What follows belongs to an exercise in optimizing a design on an open flow for small area; a production flow would make more cautious choices.
In this exercise RTL edits were held to simulation tests only and were not proved equivalent to the original.
Power figures rest on the tool's default switching activity, not on a simulated workload.

==> flow/design.v <==
module sevenSegments (bcd,dec);
input [3:0]bcd;
output reg [6:0] dec;
always@(bcd)
		begin 
			case(bcd)
				4'b0000 : dec = ~7'b1111110 ;  
				4'b0001 : dec = ~7'b0110000 ;  
				4'b0010 : dec = ~7'b1101101 ;  
				4'b0011 : dec = ~7'b1111001 ;  
				4'b0100 : dec = ~7'b0110011 ;  
				4'b0101 : dec = ~7'b1011011 ;  
				4'b0110 : dec = ~7'b1011111 ;  
				4'b0111 : dec = ~7'b1110000 ;  
				4'b1000 : dec = ~7'b1111111 ;  
				4'b1001 : dec = ~7'b1111011 ;  
			default : dec = ~7'b1111110 ;  
			endcase 
		end
endmodule
module Display( Pcount , Wtime , led0_Pcount , led1_Pcount , led0_Wtime , led1_Wtime ) ;
input [2:0]Pcount ;
input [4:0]Wtime ;
output [6:0]led0_Pcount , led1_Pcount ;
output [6:0]led0_Wtime , led1_Wtime ;
wire [3:0]Digit0_Wtime = Wtime % 10 ;
wire [3:0]Digit1_Wtime = Wtime / 10 ;
sevenSegments Digit0_Pcount ( { 1'b0 , Pcount } , led0_Pcount ) ;
sevenSegments Digit1_Pcount ( 4'b0000 , led1_Pcount ) ;
sevenSegments Digit0_wtime ( Digit0_Wtime , led0_Wtime ) ;
sevenSegments Digit1_wtime ( Digit1_Wtime , led1_Wtime ) ;
endmodule
module ROM ( address , Wtime ) ;
input [4:0] address;
output reg [4:0] Wtime ;
always @*
	begin
		case( address )
			5'b00_000 : Wtime = 5'b00_000 ; 
			5'b00_001 : Wtime = 5'b00_000 ; 
			5'b00_010 : Wtime = 5'b00_000 ; 
			5'b00_011 : Wtime = 5'b00_000 ; 
			5'b00_100 : Wtime = 5'b00_000 ; 
			5'b00_101 : Wtime = 5'b00_000 ; 
			5'b00_110 : Wtime = 5'b00_000 ; 
			5'b00_111 : Wtime = 5'b00_000 ; 
			5'b01_000 : Wtime = 5'b00_000 ; 
			5'b01_001 : Wtime = 5'b00_011 ; 
			5'b01_010 : Wtime = 5'b00_110 ; 
			5'b01_011 : Wtime = 5'b01_001 ; 
			5'b01_100 : Wtime = 5'b01_100 ; 
			5'b01_101 : Wtime = 5'b01_111 ; 
			5'b01_110 : Wtime = 5'b10_010 ; 
			5'b01_111 : Wtime = 5'b10_101 ; 
			5'b10_000 : Wtime = 5'b00_000 ; 
			5'b10_001 : Wtime = 5'b00_011 ; 
			5'b10_010 : Wtime = 5'b00_100 ; 
			5'b10_011 : Wtime = 5'b00_110 ; 
			5'b10_100 : Wtime = 5'b00_111 ; 
			5'b10_101 : Wtime = 5'b01_001 ; 
			5'b10_110 : Wtime = 5'b01_010 ; 
			5'b10_111 : Wtime = 5'b01_100 ; 
			5'b11_000 : Wtime = 5'b00_000 ; 
			5'b11_001 : Wtime = 5'b00_011 ; 
			5'b11_010 : Wtime = 5'b00_100 ; 
			5'b11_011 : Wtime = 5'b00_101 ; 
			5'b11_100 : Wtime = 5'b00_110 ; 
			5'b11_101 : Wtime = 5'b00_111 ; 
			5'b11_110 : Wtime = 5'b01_000 ; 
			5'b11_111 : Wtime = 5'b01_001 ; 
		endcase  
	end
endmodule
module FF ( clk , en , reset , D , Q ) ;
input clk , en , D, reset ;
output Q ;
reg Q ;
always @( posedge clk or posedge reset)
begin
  if(reset)
	  Q <= 0 ;
  else if(en)
	  Q <= ~D ;
end
endmodule
module clock_divider ( clk , reset , Tick5Hz ) ;
input clk, reset ;
output Tick5Hz ;
reg CLK5Hz ;
reg [15:0] count ; 
assign Tick5Hz = !( count < 50_000 ) && !CLK5Hz ;
always @( posedge clk or posedge reset )
	begin
		if( reset )  
			begin
				count <= 0;
				CLK5Hz <= 0;
			end
		else
			begin
				if( count < 50_000 )
					count <= count + 1 ;  
				else 
					begin
						CLK5Hz <= ~CLK5Hz ;  
						count <= 0 ;
					end
			end
	end		
endmodule
module UpDown_Counter_FSM ( clk , en , reset , up , down ,Pcount , Full_Flag , Empty_Flag , Alarm_Flag ) ;
input clk , en , reset , up , down;
output [2:0] Pcount ;
output Full_Flag , Empty_Flag , Alarm_Flag ;
parameter 
      S0 = 3'b000 ,  
		S1 = 3'b001 , 
		S2 = 3'b010 , 
		S3 = 3'b011 , 
      S4 = 3'b100 , 
      S5 = 3'b101 , 
      S6 = 3'b110 , 
      S7 = 3'b111 ;  
reg [2:0] Pcount;
reg [2:0] State;
reg Full_Flag , Empty_Flag , Alarm_Flag ;
always @( posedge clk or posedge reset )
	begin
		 if( reset )  
			 begin
				State <= S0 ;
				Pcount <= 3'b000 ;
				Full_Flag  <= 1'b0 ;
				Empty_Flag <= 1'b1 ;
				Alarm_Flag <= 1'b0 ;
			 end
		 else if( en )
		   begin
			   case(State)  
				  S0:  
				      if( up )
				       begin
				        State <= S1 ;
				        Pcount <= 3'b001 ;
				        Full_Flag  <= 1'b0 ;
				        Empty_Flag <= 1'b0 ;
				        Alarm_Flag <= 1'b0 ;  
				       end
				      else if( down )
				       begin
				        State <= S0 ;
				        Pcount <= 3'b000 ;
				        Full_Flag  <= 1'b0 ;
				        Empty_Flag <= 1'b1 ;
				        Alarm_Flag <= 1'b1 ;  
				       end
				  S1:  
				      if( up )
				       begin
				        State <= S2 ;
				        Pcount <= 3'b010 ;
				        Full_Flag  <= 1'b0 ;
				        Empty_Flag <= 1'b0 ;
				        Alarm_Flag <= 1'b0 ;  
				       end
				      else if( down )
				       begin
				        State <= S0 ;
				        Pcount <= 3'b000 ;
				        Full_Flag  <= 1'b0 ;
				        Empty_Flag <= 1'b1 ;
				        Alarm_Flag <= 1'b0 ;  
				       end
				  S2:   
				      if( up )
				       begin
				        State <= S3 ;
				        Pcount <= 3'b011 ;
				        Full_Flag  <= 1'b0 ;
				        Empty_Flag <= 1'b0 ;
				        Alarm_Flag <= 1'b0 ;  
				       end
				      else if( down )
				       begin
				        State <= S1 ;
				        Pcount <= 3'b001 ;
				        Full_Flag  <= 1'b0 ;
				        Empty_Flag <= 1'b0 ;
				        Alarm_Flag <= 1'b0 ;  
				       end
				  S3:  
				      if( up )
				       begin
				        State <= S4 ;
				        Pcount <= 3'b100 ;
				        Full_Flag  <= 1'b0 ;
				        Empty_Flag <= 1'b0 ;
				        Alarm_Flag <= 1'b0 ;  
				       end
				      else if( down )
				       begin
				        State <= S2 ;
				        Pcount <= 3'b010 ;
				        Full_Flag  <= 1'b0 ;
				        Empty_Flag <= 1'b0 ;
				        Alarm_Flag <= 1'b0 ;  
			         end
			    S4:   
			       if( up )
				      begin
				        State <= S5 ;
				        Pcount <= 3'b101 ;
				        Full_Flag  <= 1'b0 ;
				        Empty_Flag <= 1'b0 ;
				        Alarm_Flag <= 1'b0 ;  
				      end
				      else if( down )
				       begin
				        State <= S3 ;
				        Pcount <= 3'b011 ;
				        Full_Flag  <= 1'b0 ;
				        Empty_Flag <= 1'b0 ;
				        Alarm_Flag <= 1'b0 ;
				       end   
		      S5:   
			        if( up )
				       begin
				        State <= S6 ;
				        Pcount <= 3'b110 ;
				        Full_Flag  <= 1'b0 ;
				        Empty_Flag <= 1'b0 ;
				        Alarm_Flag <= 1'b0 ;  
				       end
				      else if( down )
				       begin
				        State <= S4 ;
				        Pcount <= 3'b100 ;
				        Full_Flag  <= 1'b0 ;
				        Empty_Flag <= 1'b0 ;
				        Alarm_Flag <= 1'b0 ; 
				       end 
		      S6:    
			        if( up )
				       begin
				        State <= S7 ;
				        Pcount <= 3'b111 ;
				        Full_Flag  <= 1'b1 ;
				        Empty_Flag <= 1'b0 ;
				        Alarm_Flag <= 1'b0 ;  
				       end
				      else if( down )
				       begin
				        State <= S5 ;
				        Pcount <= 3'b101 ;
				        Full_Flag  <= 1'b0 ;
				        Empty_Flag <= 1'b0 ;
				        Alarm_Flag <= 1'b0 ;  
				       end
		      S7:     
			        if( up )
				       begin
				        State <= S7 ;
				        Pcount <= 3'b111 ;
				        Full_Flag  <= 1'b1 ;
				        Empty_Flag <= 1'b0 ;
				        Alarm_Flag <= 1'b1 ;  
				       end
				      else if( down )
				       begin
				        State <= S6 ;
				        Pcount <= 3'b110 ;
				        Full_Flag  <= 1'b0 ;
				        Empty_Flag <= 1'b0 ;
				        Alarm_Flag <= 1'b0 ;  
				       end 
			endcase
		 end 
	end
endmodule
module Counter ( Up , Down , CLK , reset  , Pcount , Empty_Flag , Full_Flag , Alarm_Flag ) ;
input CLK , reset , Up , Down ;
output  [2:0]Pcount ;
output  Full_Flag , Empty_Flag , Alarm_Flag ; 
wire [2:0]Pcount ;
wire Tick5Hz ;  
wire Q_UP , Q_DOWN ;
clock_divider clk ( CLK , reset , Tick5Hz ) ;
FF FF_UP ( CLK , Tick5Hz , reset , Up , Q_UP ) ;  
FF FF_DOWN ( CLK , Tick5Hz , reset , Down , Q_DOWN ) ;  
UpDown_Counter_FSM UpDown( CLK , Tick5Hz , reset , Q_UP , Q_DOWN ,Pcount , Full_Flag , Empty_Flag , Alarm_Flag ) ;
endmodule
module BBqM ( Up , Down , CLK , reset , Tcount , Empty_Flag , Full_Flag , Alarm_Flag , led0_Pcount , led1_Pcount , led0_Wtime , led1_Wtime ) ;
input Up , Down , CLK , reset ;
input [1:0] Tcount ; 
output Empty_Flag , Full_Flag , Alarm_Flag ;
output [6:0] led0_Pcount , led1_Pcount ;
output [6:0] led0_Wtime , led1_Wtime ;
wire [2:0] Pcount ;
wire [4:0] address ;
wire [4:0] wtime ;
Counter COUNTER ( Up , Down , CLK , reset , Pcount , Empty_Flag , Full_Flag , Alarm_Flag ) ;
assign address = { Tcount , Pcount};
ROM Rom (  address  , wtime ) ;
Display DISPLAY ( Pcount , wtime , led0_Pcount , led1_Pcount , led0_Wtime , led1_Wtime ) ;
endmodule
==> flow/run.sh <==
#!/bin/bash
# synth_recipe.tcl (not shown) runs the flow's synth.tcl, then flattens the netlist and writes it again
# the make line also repeats each setting of config.mk as NAME=value (left out here)
make -C /OpenROAD-flow-scripts/flow DESIGN_CONFIG=/design/flow/config.mk WORK_HOME=/design/flow/orfs CLKGATE_MAP_FILE= SYNTH_SCRIPT=/design/flow/synth_recipe.tcl finish
==> flow/config.mk <==
export PLATFORM = sky130hd
export DESIGN_NAME = BBqM
export DESIGN_NICKNAME = BBqM
export VERILOG_FILES = /design/flow/design.v
export SDC_FILE = /design/flow/constraint.sdc
export NUM_CORES = 4
export LEC_CHECK = 0
export CAP_MARGIN = 20
export CORE_MARGIN = 2
export CORE_UTILIZATION = 40
export SLEW_MARGIN = 20
==> flow/constraint.sdc <==
create_clock -name core_clock -period 20.0 [get_ports {CLK}]
set_input_delay 4.0000 -clock core_clock [delete_from_list [all_inputs] [get_ports {CLK}]]
set_output_delay 4.0000 -clock core_clock [all_outputs]
set_load 0.01 [all_outputs]
==> out/qor.yml <==
timing:
  final-setup-viol-count: 0
  fin_crit_sh: 0.626
  min_period_ps: 12520
  fin_setup_tns_ps: 0
  worstMarginPinSlew_ps: 941
  finalHoldViolations: 0
  relSlewSlack: 0.370
  finalMaxSlewViolations: 0
  fmax_mhz: 79.9
  setup_slack_ps: 7480
  finalClockSkew_ps: 2.71
  rsz0062_at_grt: "false"
global_routing:
  met2_usage: 0.258
  met1_usage: 0.209
  grt_overflow: 0
  grt_pass1_vias: 1836
  grt_pass1_wl_um: 8160
  track_usage: 0.153
  antenna_found_initial: 0
  busiest_layer: "met2"
  use_met3: 0.0144
  grt_max_degree: 29
power_and_ir_drop:
  power.total_mw: 0.0994
  power.leakage_nw: 1.17
  cellPowerDensity_nw_per_um2: 37.0
  vdd_ir_drop_max_mv: 0.0416
yosys:
  seq_area_frac_synth: 0.297
  ys_warn_count: 5
  synthDistinctLibCells: 64
  postSynthAreaPerCell_um2: 8.38
  synth_edf_count: 0
  async_flop_share: 1.00
  synth_ff_type: "dfrtp_1"
  synth_cells: 282
  synth_area_um2: 2360
  synth-seq-cells: 28
floorplanning:
  dieArea_um2: 6540
  io_pins: 37
  num_rows: 27
  die_y_um: 80.9
  core_um2: 5610
  dieWidth_um: 80.9
  initial_core_util: 0.421
worst_setup_path:
  worstPathArrival_ps: 8520
  worst_setup_path_end_kind: "primary output"
  cp_max_fo: 12
  crit_required_ps: 16000
  worstSetupPathType: "input port to primary output"
  startpoint_type: "input port"
clock_network:
  ctsHoldBuffers: 0
  htreeDepth: 1
  ctsResizeCount: 0
  post-cts-setup-buffers: 0
  cts_tree: "done"
  clock_latency_ps: 280
  clk_pin_slew_ps: 90
  clk_path_buf_depth: 2
  numCtsBuffers: 3
  cts.sink_count: 28
  ctsRootBufferMaster: "clkbuf_8"
routing:
  wl_um: 4610
  viasPerCell: 5.17
  drcViolationCount: 0
  drt-initial-drc-count: 45
  wire_per_inst_um: 12.4
  num_vias: 1922
  drtAntennaViolNets: 0
  first_pass_iters: 4
layout:
  n_antenna_cell: 0
  layout-drive-gt1-share: 0.0833
  finish.instance_area_um2: 2680
  final_cell_count_no_fill: 372
  syn_to_final_growth_pct: 13.6
  finalNetCount: 322
  layout_common_cells: "29 x nor2_1, 28 x clkdlybuf4s50_1, 27 x dfrtp_1, 25 x nand2_1, 17 x o21ai_0"
  final_common_cell: "nor2_1"
placement:
  dp.cells: 368
  io_buffer_count: 28
  place_area_um2: 2630
  gp_congestion: 0.782
  hpwl_um: 3390
  pre_cts_ws_ps: 7500
run_status:
  status: "no timing/DRC/antenna violations"
run:
  max-cap-violations: 0
hold_path:
  min_path_type: "flip-flop to flip-flop"
## Yosys cell counts (all sizes together) (4+ instances only)
cell type,instances,area (µm²)
and3,4,25.0
xnor2,7,61.3
dfrtp,27,676
a211oi,4,40.0
nand2,26,100
nor3,9,45.0
o21ai,19,110
clkbuf,9,33.8
nand3,10,55.1
nor2b,10,72.6
mux2i,5,53.8
buf,12,101
xor2,10,87.6
ha,15,188
inv,17,63.8
o211ai,4,30.0
nor2,29,109
a21oi,13,68.8
## flip-flops by register name, indices dropped and copies added (netlist names)
name / count
COUNTER.UpDown.Full_Flag: 1
COUNTER.clk.count: 16
COUNTER.UpDown.Empty_Flag: 1
COUNTER.UpDown.State: 3
COUNTER.UpDown.Alarm_Flag: 1
COUNTER.FF_DOWN.Q: 1
COUNTER.FF_UP.Q: 1
COUNTER.clk.CLK5Hz: 1
COUNTER.UpDown.Pcount: 3
## layer usage
layer	up-vias	share of wire
met5	-	0
met4	0	0.011
met3	5	0.020
met2	23	0.47
met1	901	0.50
li1	993	-
## per-stage QoR
step                      hold WS (ps)   util
after floorplan                    433      -
after global placement             457  0.469
after detailed placement           463  0.469
after CTS                          475  0.478
after global routing               487  0.478
final                              467  0.478
## worst max-delay path, stage by stage
cell	delay (ps)
clkdlybuf4s50_1	770
nor2b_2	300
o211ai_1	190
nand2_1	140
inv_1	50
ha_1	160
inv_1	50
ha_1	210
nand2b_1	150
a21oi_1	260
a21oi_1	180
a21oi_1	270
xor2_1	260
inv_1	100
ha_1	230
or4_1	530
o211ai_1	110
o2bb2ai_1	90
clkdlybuf4s50_1	470
## path summary, 6_finish.rpt
kind | startpoint | to | slack [ps] | cells after the start
max in group asynchronous | reset | COUNTER.UpDown.Pcount[1] | 15530 | 2
max | Tcount[0] | led0_Wtime[2] | 7480 | 19
max reg2reg | COUNTER.clk.count[4] | COUNTER.UpDown.State[0] | 18130 | 8
min in group asynchronous | reset | COUNTER.UpDown.Full_Flag | 4090 | 2
min reg2reg | COUNTER.clk.count[0] | COUNTER.clk.count[0] | 470 | 1
min | COUNTER.clk.count[0] | COUNTER.clk.count[0] | 470 | 1
## report_power, final
| group | internal, mW | leakage, nW | switching, mW |
|---|---|---|---|
| Sequential | 0.0566 | 0.363 | 0 |
| Combinational | 0.00289 | 0.774 | 0.00440 |
| Clock | 0.0177 | 0.0288 | 0.0179 |
| Total | 0.0771 | 1.17 | 0.0223 |
## area by class of cell
| cell class | instances | area (µm²) |
|---|---|---|
| inverters | 18 | 68.8 |
| fillers | 574 | 2930 |
| well taps | 72 | 90.1 |
| repair buffers | 29 | 288 |
| multi-input cells | 221 | 1480 |
| clock buffers | 4 | 55.1 |
| flip-flops and latches | 28 | 702 |
## cells by family after synthesis
logic type / count (synthesis) / share of synthesized area
and+or+nand+nor: 106 / 0.224
other: 2 / 0.00318
buffers and inverters: 39 / 0.0863
adders and majority gates: 15 / 0.0794
xor gates and xnor gates: 17 / 0.0630
AOI/OAI and AO/OA: 67 / 0.208
DFF: 28 / 0.297
muxes: 8 / 0.0387

==> afterwards: timing with drivers on the ports <==
Ports are ideal in the flow. The routed layout listed here was re-timed in OpenROAD. Step 1 sets driving cells, clkbuf_16 on the clock port and buf_2 on the other inputs (assumed; they add their load-dependent delay and slew). Step 2 times the ports against the registers' clock, not the clock port: input delays grow and output delays shrink by t, the midpoint of the rising clock arrivals with the driver on. Three values: no drivers, after step 1, after step 2; two values: the first two.
t (ns): 0.300
slack for setup (ns): 7.482 / 7.458 / 7.458
worst setup path after step 2: input to output
latest minus earliest clock arrival (ns): 0.003 / 0.003
slew at the worst register clock pin (ns): 0.09 / 0.09
After both steps setup and hold are still met in this run. The setup slack of this run moves by -0.024 ns with the drivers and by -0.024 ns with both steps.
